Background: an optimization exercise with open tools, aiming at small area. Do not read the settings as production practice. In this exercise RTL edits were held to simulation tests only and were not proved equivalent to the original. Power figures rest on the tool's default switching activity, not on a simulated workload.

==> flow/design.v <==
`timescale 1ns / 1ps
module alu_add(input [31:0] a, input [31:0] b, output [31:0] s);
    wire [31:0] p, g, c;
    alu_pg    pg (.a(a), .b(b), .p(p), .g(g));
    alu_carry cy (.p(p), .g(g), .c(c));
    alu_sum   sm (.p(p), .c(c), .s(s));
endmodule
module alu_pg(input [31:0] a, input [31:0] b, output [31:0] p, output [31:0] g);
    assign p = a ^ b;
    assign g = a & b;
endmodule
module alu_sum(input [31:0] p, input [31:0] c, output [31:0] s);
    assign s = p ^ {c[30:0], 1'b0};
endmodule
module alu_carry(input [31:0] p, input [31:0] g, output [31:0] c);
    reg  [31:0] G, P;
    integer i, d;
    always @(*) begin
        G = g;
        P = p;
        for (d = 1; d < 32; d = d * 2)
            for (i = 2 * d - 1; i < 32; i = i + 2 * d) begin
                G[i] = G[i] | (P[i] & G[i - d]);
                P[i] = P[i] & P[i - d];
            end
        for (d = 8; d >= 1; d = d / 2)
            for (i = 3 * d - 1; i < 32; i = i + 2 * d) begin
                G[i] = G[i] | (P[i] & G[i - d]);
                P[i] = P[i] & P[i - d];
            end
    end
    assign c = G;
endmodule
`timescale 1ns / 1ps
module sel31(input [31:1] s, input [31:1] d, output y);
    wire [10:0] n;
    genvar i;
    generate
        for (i = 0; i < 10; i = i + 1) begin : g_a
            c_a222oi u (.a1(s[3*i+1]), .a2(d[3*i+1]), .b1(s[3*i+2]), .b2(d[3*i+2]),
                        .c1(s[3*i+3]), .c2(d[3*i+3]), .y(n[i]));
        end
    endgenerate
    c_nand2 u10 (.a(s[31]), .b(d[31]), .y(n[10]));
    wire p0, p1, p2;
    c_nand4 w0 (.a(n[0]), .b(n[1]), .c(n[2]), .d(n[3]), .y(p0));
    c_nand4 w1 (.a(n[4]), .b(n[5]), .c(n[6]), .d(n[7]), .y(p1));
    c_nand3 w2 (.a(n[8]), .b(n[9]), .c(n[10]), .y(p2));
    c_or3   w3 (.a(p0), .b(p1), .c(p2), .y(y));
endmodule
module sel32(input [31:0] s, input [31:0] d, output y);
    wire [10:0] n;
    genvar i;
    generate
        for (i = 0; i < 10; i = i + 1) begin : g_a
            c_a222oi u (.a1(s[3*i]), .a2(d[3*i]), .b1(s[3*i+1]), .b2(d[3*i+1]),
                        .c1(s[3*i+2]), .c2(d[3*i+2]), .y(n[i]));
        end
    endgenerate
    wire n11;
    c_nand2 u10 (.a(s[30]), .b(d[30]), .y(n[10]));
    c_nand2 u11 (.a(s[31]), .b(d[31]), .y(n11));
    wire p0, p1, p2;
    c_nand4 w0 (.a(n[0]), .b(n[1]), .c(n[2]), .d(n[3]), .y(p0));
    c_nand4 w1 (.a(n[4]), .b(n[5]), .c(n[6]), .d(n[7]), .y(p1));
    c_nand4 w2 (.a(n[8]), .b(n[9]), .c(n[10]), .d(n11), .y(p2));
    c_or3   w3 (.a(p0), .b(p1), .c(p2), .y(y));
endmodule
module sel8(input [7:0] s, input [7:0] d, output y);
    wire n0, n1, n2, n3;
    c_a222oi u0 (.a1(s[0]), .a2(d[0]), .b1(s[1]), .b2(d[1]), .c1(s[2]), .c2(d[2]), .y(n0));
    c_a222oi u1 (.a1(s[3]), .a2(d[3]), .b1(s[4]), .b2(d[4]), .c1(s[5]), .c2(d[5]), .y(n1));
    c_nand2  u2 (.a(s[6]), .b(d[6]), .y(n2));
    c_nand2  u3 (.a(s[7]), .b(d[7]), .y(n3));
    c_nand4  w  (.a(n0), .b(n1), .c(n2), .d(n3), .y(y));
endmodule
module sel4(input [3:0] s, input [3:0] d, output y);
    assign y = |(s & d);
endmodule
module wb_bit(input [3:0] rs, input [3:0] rd, input as, input ad, output y);
    assign y = |(rs & rd) | (as & ad);
endmodule
module hold #(parameter W = 32) (input [W-1:0] q, input we, input wen, input [W-1:0] w,
                                 output [W-1:0] d);
    genvar i;
    generate
        for (i = 0; i < W; i = i + 1) begin : g_b
            c_a22o u (.a1(q[i]), .a2(wen), .b1(w[i]), .b2(we), .y(d[i]));
        end
    endgenerate
endmodule
module c_a22o(input a1, a2, b1, b2, output y);
    assign y = (a1 & a2) | (b1 & b2);
endmodule
module c_a222oi(input a1, a2, b1, b2, c1, c2, output y);
    assign y = ~((a1 & a2) | (b1 & b2) | (c1 & c2));
endmodule
module c_nand2(input a, b, output y);
    assign y = ~(a & b);
endmodule
module c_nand3(input a, b, c, output y);
    assign y = ~(a & b & c);
endmodule
module c_nand4(input a, b, c, d, output y);
    assign y = ~(a & b & c & d);
endmodule
module c_or3(input a, b, c, output y);
    assign y = a | b | c;
endmodule
`timescale 1ns / 1ps
module tinycpu(
    input         clk,
    input         rstn,           
    input         stall,          
    input  [31:0] instr,          
    output [5:0]  imem_addr,      
    output        rf_we,          
    output [4:0]  rf_waddr,
    output [31:0] rf_wdata,
    output        dm_we,          
    output        dm_half,        
    output [4:0]  dm_addr,
    output [31:0] dm_wdata
    );
integer i, j;
genvar g, b;
reg [5:0] pc;
always @(posedge clk or negedge rstn) begin
    if (!rstn)
        pc <= 6'd0;
    else if (!stall)
        pc <= pc + 1'b1;
end
wire [6:0] op  = instr[6:0];
wire [2:0] f3  = instr[14:12];
wire [6:0] f7  = instr[31:25];
wire [4:0] rd  = instr[11:7];
wire [4:0] rs1 = instr[19:15];
wire [4:0] rs2 = instr[24:20];
wire low_ok = ~op[6] & ~op[3] & ~op[2] & op[1] & op[0];
wire is_r   = low_ok &  op[5] &  op[4];
wire is_i   = low_ok & ~op[5] &  op[4];
wire is_l   = low_ok & ~op[5] & ~op[4];
wire is_s   = low_ok &  op[5] & ~op[4];
wire half   = ~f3[2] & ~f3[1];
reg  [31:0] r [1:31];
reg  [31:1] v;                  
wire [31:0] wdata;
wire        rf_wen = rf_we & ~stall;
generate
    for (g = 1; g < 32; g = g + 1) begin : g_reg
        wire we_g = rf_wen & (rd == g);
        wire [31:0] next_g;
        hold #(32) h (.q(r[g]), .we(we_g), .wen(~we_g), .w(wdata), .d(next_g));
        always @(posedge clk)
            r[g] <= next_g;
        always @(posedge clk or negedge rstn)
            if (!rstn)
                v[g] <= 1'b0;
            else if (we_g)
                v[g] <= 1'b1;
    end
endgenerate
reg  [31:1] sel1, sel2;
always @(*)
    for (i = 1; i < 32; i = i + 1) begin
        sel1[i] = (rs1 == i) & v[i];
        sel2[i] = (rs2 == i) & v[i];
    end
wire none1 = ~|sel1;
wire none2 = ~|sel2;
wire [31:0] rs1_data, rs2_data;
generate
    for (b = 0; b < 32; b = b + 1) begin : g_rp
        wire [31:1] col;
        for (g = 1; g < 32; g = g + 1) begin : g_c
            assign col[g] = r[g][b];
        end
        if (b < 5) begin : g_lo
            sel32 p1 (.s({sel1, none1}), .d({col, rs1[b]}), .y(rs1_data[b]));
            sel32 p2 (.s({sel2, none2}), .d({col, rs2[b]}), .y(rs2_data[b]));
        end else begin : g_hi
            sel31 p1 (.s(sel1), .d(col), .y(rs1_data[b]));
            sel31 p2 (.s(sel2), .d(col), .y(rs2_data[b]));
        end
    end
endgenerate
wire [31:0] imm = {{20{instr[31]}}, instr[31:25], op[5] ? instr[11:7] : instr[24:20]};
wire [31:0] opb = (op[5] & op[4]) ? rs2_data : imm;
wire [31:0] sum;
alu_add adder (.a(rs1_data), .b(opb), .s(sum));
reg  [7:0] m [0:31];
reg  [31:0] mv;                 
wire [4:0] a  = sum[4:0];
wire [1:0] s  = a[1:0];
wire [2:0] wb = a[4:2];
reg  [7:0] wsel;                
reg  [7:0] cs [0:3];            
reg  [3:0] kk [0:3];            
always @(*) begin
    for (i = 0; i < 8; i = i + 1)
        wsel[i] = (wb == i);
    for (j = 0; j < 4; j = j + 1) begin
        cs[j] = (j < s) ? {wsel[6:0], wsel[7]} : wsel;
        for (i = 0; i < 4; i = i + 1)
            kk[j][i] = (((j - s) & 3) == i);
    end
end
reg  [7:0] zs [0:3];
always @(*)
    for (j = 0; j < 4; j = j + 1)
        for (i = 0; i < 8; i = i + 1)
            zs[j][i] = cs[j][i] & mv[4*i+j];
wire [7:0] z [0:3];
generate
    for (g = 0; g < 4; g = g + 1) begin : g_z
        for (b = 0; b < 8; b = b + 1) begin : g_zb
            sel8 u (.s(zs[g]),
                    .d({m[28+g][b], m[24+g][b], m[20+g][b], m[16+g][b],
                        m[12+g][b], m[8+g][b], m[4+g][b], m[g][b]}),
                    .y(z[g][b]));
        end
    end
endgenerate
wire [7:0] st [0:3];
generate
    for (g = 0; g < 4; g = g + 1) begin : g_st
        for (b = 0; b < 8; b = b + 1) begin : g_stb
            sel4 u (.s(kk[g]),
                    .d({rs2_data[24+b], rs2_data[16+b], rs2_data[8+b], rs2_data[b]}),
                    .y(st[g][b]));
        end
    end
endgenerate
wire dm_wen = is_s & ~stall;
generate
    for (g = 0; g < 32; g = g + 1) begin : g_byte
        wire we_g = dm_wen & cs[g % 4][g / 4] & (kk[g % 4][0] | kk[g % 4][1] | ~half);
        wire [7:0] next_g;
        hold #(8) h (.q(m[g]), .we(we_g), .wen(~we_g), .w(st[g % 4]), .d(next_g));
        always @(posedge clk)
            m[g] <= next_g;
        always @(posedge clk or negedge rstn)
            if (!rstn)
                mv[g] <= 1'b0;
            else if (we_g)
                mv[g] <= 1'b1;
    end
endgenerate
wire alu_ok = (is_r & (f3 == 3'b000) & (f7 == 7'b0)) | (is_i & (f3 == 3'b000)) | is_s;
reg  [3:0] rot [0:3];
always @(*)
    for (i = 0; i < 4; i = i + 1)
        for (j = 0; j < 4; j = j + 1)
            rot[i][j] = is_l & kk[j][i] & (i < 2 | ~half);
generate
    for (b = 0; b < 32; b = b + 1) begin : g_wb
        wb_bit u (.rs(rot[b / 8]),
                  .rd({z[3][b % 8], z[2][b % 8], z[1][b % 8], z[0][b % 8]}),
                  .as(alu_ok), .ad(sum[b]), .y(wdata[b]));
    end
endgenerate
assign imem_addr = pc;
assign rf_we     = is_r | is_i | is_l;
assign rf_waddr  = rd;
assign rf_wdata  = wdata;
assign dm_we     = is_s;
assign dm_half   = (is_l | is_s) & half;
assign dm_addr   = a & {5{alu_ok | is_l}};
assign dm_wdata  = rs2_data;
endmodule
Settings: LEC_CHECK=0, CAP_MARGIN=20, CORE_MARGIN=2, CORE_UTILIZATION=60, SETUP_SLACK_MARGIN=0.2, SLEW_MARGIN=20, SYNTH_HIERARCHICAL=1, SYNTH_MINIMUM_KEEP_SIZE=0; clock period 15.0 ns.
standard.sh (not shown) runs the stock make flow with config.mk's settings and CLKGATE_MAP_FILE= SYNTH_SCRIPT=/design/flow/synth_recipe.tcl, a recipe that flattens the netlist after the stock synthesis.
==> flow/flow/run.sh <==
#!/bin/bash
# Own layout flow: the standard ORFS layout (standard.sh, which runs the
# standard synthesis unchanged) with a leaner clock tree (no dummy loads, sink
# clusters of up to 25 flip-flops on clkbuf_16) and the smallest buffer on the
# ports. The full output of the flow goes to flow.log in this folder; ORFS keeps
# each step's own log under orfs/logs/.
set -euo pipefail
export CTS_ARGS="-sink_clustering_enable -repair_clock_nets -dont_use_dummy_load -buf_list sky130_fd_sc_hd__clkbuf_16 -sink_clustering_size 25 -sink_clustering_max_diameter 80"
export BUFFER_PORTS_ARGS="-buffer_cell sky130_fd_sc_hd__buf_1"
bash standard.sh > flow.log 2>&1
The first run passed the timing, DRC and antenna checks.
Rerun with:
--- a/flow/design.v
+++ b/flow/design.v
@@ -1,23 +1,12 @@
 `timescale 1ns / 1ps
 module alu_add(input [31:0] a, input [31:0] b, output [31:0] s);
-    wire [31:0] p, g, c;
-    alu_pg    pg (.a(a), .b(b), .p(p), .g(g));
-    alu_carry cy (.p(p), .g(g), .c(c));
-    alu_sum   sm (.p(p), .c(c), .s(s));
-endmodule
-module alu_pg(input [31:0] a, input [31:0] b, output [31:0] p, output [31:0] g);
-    assign p = a ^ b;
-    assign g = a & b;
-endmodule
-module alu_sum(input [31:0] p, input [31:0] c, output [31:0] s);
-    assign s = p ^ {c[30:0], 1'b0};
-endmodule
-module alu_carry(input [31:0] p, input [31:0] g, output [31:0] c);
+    wire [31:0] g0 = a & b;
+    wire [31:0] p0 = a ^ b;
     reg  [31:0] G, P;
     integer i, d;
     always @(*) begin
-        G = g;
-        P = p;
+        G = g0;
+        P = p0;
         for (d = 1; d < 32; d = d * 2)
             for (i = 2 * d - 1; i < 32; i = i + 2 * d) begin
                 G[i] = G[i] | (P[i] & G[i - d]);
@@ -29,7 +18,7 @@
                 P[i] = P[i] & P[i - d];
             end
     end
-    assign c = G;
+    assign s = p0 ^ {G[30:0], 1'b0};
 endmodule
 `timescale 1ns / 1ps
 module sel31(input [31:1] s, input [31:1] d, output y);
@@ -79,18 +68,6 @@
 endmodule
 module wb_bit(input [3:0] rs, input [3:0] rd, input as, input ad, output y);
     assign y = |(rs & rd) | (as & ad);
-endmodule
-module hold #(parameter W = 32) (input [W-1:0] q, input we, input wen, input [W-1:0] w,
-                                 output [W-1:0] d);
-    genvar i;
-    generate
-        for (i = 0; i < W; i = i + 1) begin : g_b
-            c_a22o u (.a1(q[i]), .a2(wen), .b1(w[i]), .b2(we), .y(d[i]));
-        end
-    endgenerate
-endmodule
-module c_a22o(input a1, a2, b1, b2, output y);
-    assign y = (a1 & a2) | (b1 & b2);
 endmodule
 module c_a222oi(input a1, a2, b1, b2, c1, c2, output y);
     assign y = ~((a1 & a2) | (b1 & b2) | (c1 & c2));
@@ -150,10 +127,8 @@
 generate
     for (g = 1; g < 32; g = g + 1) begin : g_reg
         wire we_g = rf_wen & (rd == g);
-        wire [31:0] next_g;
-        hold #(32) h (.q(r[g]), .we(we_g), .wen(~we_g), .w(wdata), .d(next_g));
         always @(posedge clk)
-            r[g] <= next_g;
+            if (we_g) r[g] <= wdata;
         always @(posedge clk or negedge rstn)
             if (!rstn)
                 v[g] <= 1'b0;
@@ -236,10 +211,9 @@
 generate
     for (g = 0; g < 32; g = g + 1) begin : g_byte
         wire we_g = dm_wen & cs[g % 4][g / 4] & (kk[g % 4][0] | kk[g % 4][1] | ~half);
-        wire [7:0] next_g;
-        hold #(8) h (.q(m[g]), .we(we_g), .wen(~we_g), .w(st[g % 4]), .d(next_g));
         always @(posedge clk)
-            m[g] <= next_g;
+            if (we_g)
+                m[g] <= st[g % 4];
         always @(posedge clk or negedge rstn)
             if (!rstn)
                 mv[g] <= 1'b0;
The new run ran to the end with no violations.
Sequential power rose by 13%.
Cell area goes up by 2.7%.
Hold slack improved by 0.015 ns.
Cell count fell by about 21%.
Total power went up by about 6%.
Clock-buffer cell count went down by 5.
Via count went down by about 22%.
Routed wire length came out lower by 13%.
Flip-flop and latch count is unchanged.

## afterwards: timing with drivers on the ports
How much do the figures lean on ideal ports? The routed layouts below were timed once more, with nothing changed but the port constraints.
Step 1 (the two cells are an assumption about what drives the block):
set clk [get_ports {clk}]
set_driving_cell -lib_cell sky130_fd_sc_hd__clkbuf_16 $clk
set_driving_cell -lib_cell sky130_fd_sc_hd__buf_2 [delete_from_list [all_inputs] $clk]
Step 2 adds t to the input delays and takes it off the output delays; t is the mean of the earliest and latest rising clock arrival at the registers after step 1. Input paths then give back, and output paths get back, about the clock's delay inside the block.
a / b / c = ideal ports / drivers / drivers and shift; a / b = the first two.
run | t, ns | setup slack, ns | hold WS [ns]
the first run | 0.734 | 0.779 / 0.711 / 0.711 | 0.451 / 0.451 / 0.451
the second run | 0.784 | 0.809 / 0.763 / 0.763 | 0.466 / 0.466 / 0.466
After both steps setup and hold are still met in every run listed. For the first run, which loses most, drivers alone change the setup slack by -0.068 ns; drivers and shift together by -0.068 ns.
